Background: an optimization exercise with open tools, aiming at small area, a short achievable clock period and few clock cycles per item. Do not read the settings as production practice. Only simulation tests tie the RTL to the original design; equivalence was not proved.

==> run Z: inputs <==
Design multiplier32FP, start of the top module:
module multiplier32FP (
	input  logic        clk,
	input  logic        rst_n,
	input  logic        start_i,
	input  logic [31:0] a_i,
	input  logic [31:0] b_i,
	output logic        done_o,
	output logic        nan_o,
	output logic        infinit_o,
	output logic        overflow_o,
	output logic        underflow_o,
	output logic [31:0] product_o
);
Settings: LEC_CHECK=0, CAP_MARGIN=20, CORE_MARGIN=2, CORE_UTILIZATION=40, PLACE_DENSITY=0.6, SLEW_MARGIN=20; clock period 15.0 ns.
run.sh (not shown) runs the stock make flow with config.mk's settings and CLKGATE_MAP_FILE= SYNTH_SCRIPT=/design/flow/synth_recipe.tcl, a recipe that flattens the netlist after the stock synthesis.
==> run H: changes against run Z <==
ABC_AREA = 1   (was not set)
==> results.yml <==
yosys:
  top_post_synthesis_cells_by_area: "sky130_fd_sc_hd__fa_1 32%, sky130_fd_sc_hd__nand2_1 17%, sky130_fd_sc_hd__inv_1 12%"
  synth.area.mux_share_pct: 0.251
  synth_top_cells_by_count: "1257 x sky130_fd_sc_hd__nand2_1, 888 x sky130_fd_sc_hd__inv_1, 443 x sky130_fd_sc_hd__fa_1"
outcome:
  result_of_the_run: "finished clean"
final_layout:
  fraction_of_area_in_multi_input_gates_pct: 72.5
routing:
  met2_wirelength_um: 36500
  drtPass1Iterations: 6
  mean_routed_wirelength_per_cell_um: 15.4
  postRouteWirelength_um: 77200
setup_path:
  critical_path.startpoint: "b_i[4]"
placed_design:
  placedInstanceArea_sq_um: 29700
# the run above: run H

==> results.yml <==
setup_path:
  cp-start-kind: "input port"
  critical_path.startpoint: "b_i[3]"
routing:
  postRouteWirelength_um: 82600
  met2_wirelength_um: 39800
  mean_routed_wirelength_per_cell_um: 19.1
yosys:
  synthesis.area_sq_um: 27700
  synth_top_cells_by_count: "529 x sky130_fd_sc_hd__nand2_1, 502 x sky130_fd_sc_hd__inv_1, 443 x sky130_fd_sc_hd__fa_1"
  synth.area.mux_share_pct: 3.09
  top_post_synthesis_cells_by_area: "sky130_fd_sc_hd__fa_1 32%, sky130_fd_sc_hd__ha_1 9.0%, sky130_fd_sc_hd__nand2_1 7.2%"
final_layout:
  fraction_of_area_in_multi_input_gates_pct: 77.2
  most-common-layout-cells: "529 x sky130_fd_sc_hd__nand2_1, 502 x sky130_fd_sc_hd__inv_1, 443 x sky130_fd_sc_hd__fa_1, 201 x sky130_fd_sc_hd__and2_1, 199 x sky130_fd_sc_hd__ha_1"
sta:
  max_slew.worst_pin.slew_ps: 1060
placed_design:
  placedInstanceArea_sq_um: 29500
outcome:
  result_of_the_run: "finished clean"
# the run above: run Z

Testbench counts of run Z, summed over its fixed seeds: cycles 3,200, ops 3,200.
Testbench counts of run H, summed over its fixed seeds: cycles 3,200, ops 3,200.

* * *

==> 04-02: inputs <==
Another version of the RTL of multiplier32FP (not shown whole).
clock: 15.0 ns
lec_check: 0
cap_margin: 20
core_margin: 2
core_utilization: 40
place_density: 0.6
slew_margin: 20
synth_hierarchical: 1
standard.sh (not shown) runs the stock make flow with config.mk's settings and CLKGATE_MAP_FILE= SYNTH_SCRIPT=/design/flow/synth_recipe.tcl, a recipe that flattens the netlist after the stock synthesis.
==> flow/flow/run.sh <==
#!/bin/bash
# Own layout flow: the standard ORFS flow (standard.sh) with two changes:
#  - the input and output ports are buffered with buf_4 cells instead of the
#    default port-buffer choice;
#  - timing repair aims for 8 ns of setup slack (the clock period and the
#    constraints are unchanged; this only makes repair work on paths that
#    already meet them).
# Each make step writes its own log under orfs/logs; the make output as a
# whole goes to standard.log.
set -euo pipefail
export BUFFER_PORTS_ARGS="-buffer_cell sky130_fd_sc_hd__buf_4"
export SETUP_SLACK_MARGIN=8
bash standard.sh > standard.log 2>&1
==> 02-22 (differences from 04-02) <==
==> flow/flow/run.sh (replaced) <==
#!/bin/bash
# Own layout flow: the standard ORFS flow (standard.sh), unchanged except
# that the input and output ports are buffered with buf_4 cells instead of the
# default port-buffer choice. Each make step writes its own log under
# orfs/logs; the make output as a whole goes to standard.log.
set -euo pipefail
export BUFFER_PORTS_ARGS="-buffer_cell sky130_fd_sc_hd__buf_4"
bash standard.sh > standard.log 2>&1
==> summary.txt <==
Run status
  • Status: no timing/DRC/antenna violations

Clock network
  • Clock Pin Slew Worst Setup and Hold Paths: 0.07 ns

Layout
  • N_diodes: 2
  • Clkbuf count: 18
  • Final nets: 3325
  • Most frequent cells in the layout: xor2_1, a22o_1, fa_1

Place
  • Placed cells: 3703
  • Pre-CTS setup slack: 7.44 ns

STA
  • Slew @ Worst Pin: 0.990 ns
  • RSZ-0062 raised after global routing: yes

Drt
  • DR vias/cell: 6.35
  • Pre-Repair DR Iteration Count: 7
  • Met1 WL: 40000 um

Global routing
  • Initial antenna violation count: 3

Setup path
  • CP max FO: 25
  • Max stage delay cell, worst path: ha_1
  • Worst path max stage delay: 0.39 ns
# the run above: 04-02

==> summary.txt <==
Run status
  • Status: no timing/DRC/antenna violations

Place
  • Placed cells: 3709
  • Pre-CTS setup slack: 7.41 ns

STA
  • RSZ-0062 raised after global routing: no
  • Slew @ Worst Pin: 1.12 ns

Layout
  • Final nets: 3305
  • Most frequent cells in the layout: xor2_1, a22o_1, fa_1
  • N_diodes: 0

Setup path
  • Worst path max stage delay: 0.50 ns
  • CP max FO: 49
  • Max stage delay cell, worst path: buf_4

Drt
  • Pre-Repair DR Iteration Count: 9

Global routing
  • Initial antenna violation count: 0
# the run above: 02-22

Testbench counts of 04-02, summed over its fixed seeds: cycles 3,216, ops 3,200.
Testbench counts of 02-22, summed over its fixed seeds: cycles 3,216, ops 3,200.

* * *

==> inputs of run a <==
multiplier32FP again, from the RTL that the note above started with.
export LEC_CHECK = 0
export CAP_MARGIN = 20
export CORE_MARGIN = 2
export CORE_UTILIZATION = 40
export PLACE_DENSITY = 0.6
export SLEW_MARGIN = 20
export SYNTH_HIERARCHICAL = 1
create_clock -name core_clock -period 15.0 [get_ports {clk}]
run.sh (not shown) runs the stock make flow with config.mk's settings and CLKGATE_MAP_FILE= SYNTH_SCRIPT=/design/flow/synth_recipe.tcl, a recipe that flattens the netlist after the stock synthesis.
Stock flow here: none of the scripts above is used.
==> inputs of run b, as changes to run a <==
==> flow/flow/run.sh (new file) <==
#!/bin/bash
# Own layout flow: the standard ORFS flow (standard.sh) with two changes:
#  - the input and output ports are buffered with buf_4 cells instead of the
#    default port-buffer choice;
#  - timing repair aims for 9 ns of setup slack (the clock period and the
#    constraints are unchanged; this only makes repair work on paths that
#    already meet them).
# Each make step writes its own log under orfs/logs; the make output as a
# whole goes to standard.log.
set -euo pipefail
export BUFFER_PORTS_ARGS="-buffer_cell sky130_fd_sc_hd__buf_4"
export SETUP_SLACK_MARGIN=9
bash standard.sh > standard.log 2>&1
==> flow/standard.sh (new file) <==
#!/bin/bash
# synth_recipe.tcl (not shown) runs the flow's synth.tcl, then flattens the netlist and writes it again
# the make line also repeats each setting of config.mk as NAME=value (left out here)
make -C /OpenROAD-flow-scripts/flow DESIGN_CONFIG=/design/flow/config.mk WORK_HOME=/design/flow/orfs CLKGATE_MAP_FILE= SYNTH_SCRIPT=/design/flow/synth_recipe.tcl "${@:-finish}"
removed: flow/run.sh
==> comparison table <==
quantity	run a	run b
Clock latency reported for the late side of the worst-skew pair	0.47 ns	0.51 ns
Met1 track demand over resource in global routing	36.5%	41.2%
Post-route worst setup slack	6.91 ns	8.25 ns
Antenna violations before repair	1	3
Clock network contribution to total cell area	1.95%	1.76%
Per-cell via count in the routed design	6.29	6.43
Multi-In Gates	2493	2525
Placed cell area	0.0271 mm^2	0.0271 mm^2
Critical Path Slowest Stage Cell	sky130_fd_sc_hd__clkdlybuf4s50_1	sky130_fd_sc_hd__or4_4
Most common library cell in the layout ignoring fill and taps	sky130_fd_sc_hd__xor2_1	sky130_fd_sc_hd__a22o_1
Maximum operating frequency	124 MHz	148 MHz
Quantity of gates resized following cts	0	402
Launching instance or port of the critical path	s_r[14]$_DFF_P_	c_r[27]$_DFF_P_
R2R setup slack	7.26 ns	9.05 ns
Result of the run	finished clean	finished clean
DR vias	23700	25800
Non-clock buffer count	182	385
Testbench counts of run a, summed over its fixed seeds: cycles 3,216, ops 3,200.
Testbench counts of run b, summed over its fixed seeds: cycles 3,216, ops 3,200.

* * *

==> v30 <==
Another version of the RTL of multiplier32FP (not shown whole).
==> flow/config.mk <==
export PLATFORM = sky130hd
export DESIGN_NAME = multiplier32FP
export DESIGN_NICKNAME = multiplier32FP
export VERILOG_FILES = /design/flow/design.v
export SDC_FILE = /design/flow/constraint.sdc
export NUM_CORES = 4
export LEC_CHECK = 0
export CAP_MARGIN = 0
export CORE_MARGIN = 2
export CORE_UTILIZATION = 65
export GPL_TIMING_DRIVEN = 1
export PLACE_DENSITY = 0.78
export SLEW_MARGIN = 0
export SYNTH_HIERARCHICAL = 1
==> flow/constraint.sdc <==
create_clock -name core_clock -period 15.0 [get_ports {clk}]
set_input_delay 3.0000 -clock core_clock [delete_from_list [all_inputs] [get_ports {clk}]]
set_output_delay 3.0000 -clock core_clock [all_outputs]
set_load 0.01 [all_outputs]
standard.sh (not shown) runs the stock make flow with config.mk's settings and CLKGATE_MAP_FILE= SYNTH_SCRIPT=/design/flow/synth_recipe.tcl, a recipe that flattens the netlist after the stock synthesis.
==> flow/flow/run.sh <==
#!/bin/bash
# Own layout flow: the standard ORFS flow (standard.sh) with two changes:
#  - the input and output ports are buffered with buf_4 cells instead of the
#    default port-buffer choice;
#  - timing repair aims for 8 ns of setup slack (the clock period and the
#    constraints are unchanged; this only makes repair work on paths that
#    already meet them).
# Each make step writes its own log under orfs/logs; the make output as a
# whole goes to standard.log.
set -euo pipefail
export BUFFER_PORTS_ARGS="-buffer_cell sky130_fd_sc_hd__buf_4"
export SETUP_SLACK_MARGIN=8
bash standard.sh > standard.log 2>&1
==> v33: changes against v30 <==
==> flow/flow/run.sh (replaced) <==
#!/bin/bash
# Own layout flow: the standard ORFS flow (standard.sh) with two changes:
#  - the input and output ports are buffered with buf_2 cells instead of the
#    default port-buffer choice;
#  - timing repair aims for 8 ns of setup slack (the clock period and the
#    constraints are unchanged; this only makes repair work on paths that
#    already meet them).
# Each make step writes its own log under orfs/logs; the make output as a
# whole goes to standard.log.
set -euo pipefail
export BUFFER_PORTS_ARGS="-buffer_cell sky130_fd_sc_hd__buf_2"
export SETUP_SLACK_MARGIN=8
bash standard.sh > standard.log 2>&1
--- a/flow/config.mk
+++ b/flow/config.mk
@@ -7,8 +7,7 @@
 export LEC_CHECK = 0
 export CAP_MARGIN = 0
 export CORE_MARGIN = 2
-export CORE_UTILIZATION = 65
-export GPL_TIMING_DRIVEN = 1
-export PLACE_DENSITY = 0.78
+export CORE_UTILIZATION = 60
+export PLACE_DENSITY = 0.75
 export SLEW_MARGIN = 0
 export SYNTH_HIERARCHICAL = 1
==> comparison table <==
quantity                                                                 v33                      v30
Result of the run                                    complete, no violations  complete, no violations
Maximum clock frequency                                           0.1449 GHz               0.1442 GHz
Max stage delay cell, worst path                                      nor4_1                   xor2_4
Portion of the layout cell area used by clock cells                   2.503%                   2.372%
Fraction of area in registers                                         15.47%                   15.50%
Via count                                                              19100                    19150
RSZ-0062 raised after global routing                                   false                     true
Depth of the worst register-to-register path                              18                       17
Fillers                                                                 3166                     2755
Worst hold slack across all endpoints                              0.4373 ns                0.4374 ns
Nets                                                                    2766                     2748
Biggest fanout along the worst timing path                                55                       35
Fin crit period                                                     6.903 ns                 6.935 ns
Clock latency (worst-skew pair)                                      0.43 ns                  0.44 ns
GRT Resource Usage Total                                              37.11%                   39.13%
Detailed Route WL                                                   75.44 mm                 72.59 mm
Routed metal-1 wire length                                          30.26 mm                 27.79 mm
Worst rel slew slack                                                  32.48%                   31.92%
Antenna Diode Count                                                        0                        1
Total instance count after detailed placement                           2830                     2756
Count of standard-cell rows                                               72                       69
Layout-stage area growth over the synthesis result                    7.090%                   6.895%
Testbench counts of v30, summed over its fixed seeds: cycles 3,321, ops 3,200.
Testbench counts of v33, summed over its fixed seeds: cycles 3,321, ops 3,200.

* * *

==> inputs of branch tundra <==
multiplier32FP, a different RTL version from the one above (not shown whole).
Design multiplier32FP, start of the top module:
module multiplier32FP (
	input  logic        clk,
	input  logic        rst_n,
	input  logic        start_i,
	input  logic [31:0] a_i,
	input  logic [31:0] b_i,
	output logic        done_o,
	output logic        nan_o,
	output logic        infinit_o,
	output logic        overflow_o,
	output logic        underflow_o,
	output logic [31:0] product_o
);
==> flow/config.mk <==
export PLATFORM = sky130hd
export DESIGN_NAME = multiplier32FP
export DESIGN_NICKNAME = multiplier32FP
export VERILOG_FILES = /design/flow/design.v
export SDC_FILE = /design/flow/constraint.sdc
export NUM_CORES = 4
export LEC_CHECK = 0
export CAP_MARGIN = 20
export CORE_MARGIN = 2
export CORE_UTILIZATION = 55
export PLACE_DENSITY = 0.72
export SLEW_MARGIN = 20
export SYNTH_HIERARCHICAL = 1
==> flow/constraint.sdc <==
create_clock -name core_clock -period 15.0 [get_ports {clk}]
set_input_delay 3.0000 -clock core_clock [delete_from_list [all_inputs] [get_ports {clk}]]
set_output_delay 3.0000 -clock core_clock [all_outputs]
set_load 0.01 [all_outputs]
==> flow/flow/run.sh <==
#!/bin/bash
# Own layout flow: the standard ORFS flow (standard.sh) with two changes:
#  - the input and output ports are buffered with buf_4 cells instead of the
#    default port-buffer choice;
#  - timing repair aims for 8.5 ns of setup slack (the clock period and the
#    constraints are unchanged; this only makes repair work on paths that
#    already meet them).
# Each make step writes its own log under orfs/logs; the make output as a
# whole goes to standard.log.
set -euo pipefail
export BUFFER_PORTS_ARGS="-buffer_cell sky130_fd_sc_hd__buf_4"
export SETUP_SLACK_MARGIN=8.5
bash standard.sh > standard.log 2>&1
==> inputs of branch violet, as changes to branch tundra <==
--- a/flow/flow/run.sh
+++ b/flow/flow/run.sh
@@ -4,3 +4,3 @@
 #    default port-buffer choice;
-#  - timing repair aims for 8.5 ns of setup slack (the clock period and the
+#  - timing repair aims for 8.2 ns of setup slack (the clock period and the
 #    constraints are unchanged; this only makes repair work on paths that
@@ -11,3 +11,3 @@
 export BUFFER_PORTS_ARGS="-buffer_cell sky130_fd_sc_hd__buf_4"
-export SETUP_SLACK_MARGIN=8.5
+export SETUP_SLACK_MARGIN=8.2
 bash standard.sh > standard.log 2>&1
Settings changed: CAP_MARGIN 20 to 0, CORE_UTILIZATION 55 to 60, PLACE_DENSITY 0.72 to 0.75, SLEW_MARGIN 20 to 0.
==> summary.txt <==
item	branch tundra	branch violet
Outcome	no timing/DRC/antenna violations	no timing/DRC/antenna violations
RR Endpoint	sh_r[22]	sh_r[24]
Met1 layer wirelength in the final routing	29600 um	29200 um
Area of combinational cells with multiple inputs	0.0197 mm^2	0.0191 mm^2
Met3 Track Usage GR	6.25%	6.21%
Filler cell count in the final layout	3533	3166
Number of global-route vias before repair	19100	19100
Worst setup path endpoint	product_o[14]	product_o[28]
Number of signal-net buffers in the layout	154	115
Signal buffers share of area	5.36%	3.75%
Net total in the final layout	2809	2768
Final clock-cell share	2.16%	2.40%
Fraction of final layout cells with drive strength greater than 1	16.7%	12.5%
Post-route cell area	0.0266 mm^2	0.0255 mm^2
Seq area share	14.7%	15.1%
Detailed router's first-iteration violation count	1897	1931
Initial antenna violation count	0	2
Testbench counts of branch tundra, summed over its fixed seeds: cycles 3,321, ops 3,200.
Testbench counts of branch violet, summed over its fixed seeds: cycles 3,321, ops 3,200.

## re-timing with driven ports
The flow's constraints put no driver on any port. The routed layouts listed below were extracted and timed again, unchanged, in two steps. Step 1: set_driving_cell puts a clkbuf_16 on clk and a buf_2 on each other input, an assumption about the parent block. Step 2, shift: input delay + t, output delay - t, t = (earliest + latest rising clock arrival at the registers) / 2. This alone moves slack from input paths to output paths. Slacks: ideal ports / drivers / drivers and shift; pairs: ideal ports / drivers.
run | shift t [ns] | setup WS [ns] | latest minus earliest clock arrival (ns) | cell pins on the clock port's net
run Z | 0.432 | 5.212 / 5.248 / 4.816 | 0.018 / 0.018 | 1
run H | 0.450 | 5.741 / 5.770 / 5.320 | 0.014 / 0.014 | 1
04-02 | 0.511 | 8.110 / 8.057 / 7.634 | 0.024 / 0.024 | 1
02-22 | 0.518 | 7.244 / 7.185 / 7.364 | 0.017 / 0.017 | 1
run a | 0.526 | 6.909 / 6.847 / 6.976 | 0.023 / 0.023 | 1
run b | 0.554 | 8.248 / 8.194 / 8.059 | 0.029 / 0.030 | 1
v30 | 0.491 | 8.065 / 8.045 / 7.601 | 0.009 / 0.010 | 1
v33 | 0.479 | 8.097 / 8.093 / 7.645 | 0.010 / 0.010 | 1
branch tundra | 0.504 | 8.304 / 8.249 / 8.068 | 0.019 / 0.019 | 1
branch violet | 0.486 | 8.266 / 8.222 / 7.809 | 0.019 / 0.019 | 1
After both steps setup and hold are still met in every run listed. For 04-02, which loses most, drivers alone change the setup slack by -0.053 ns; drivers and shift together by -0.476 ns.
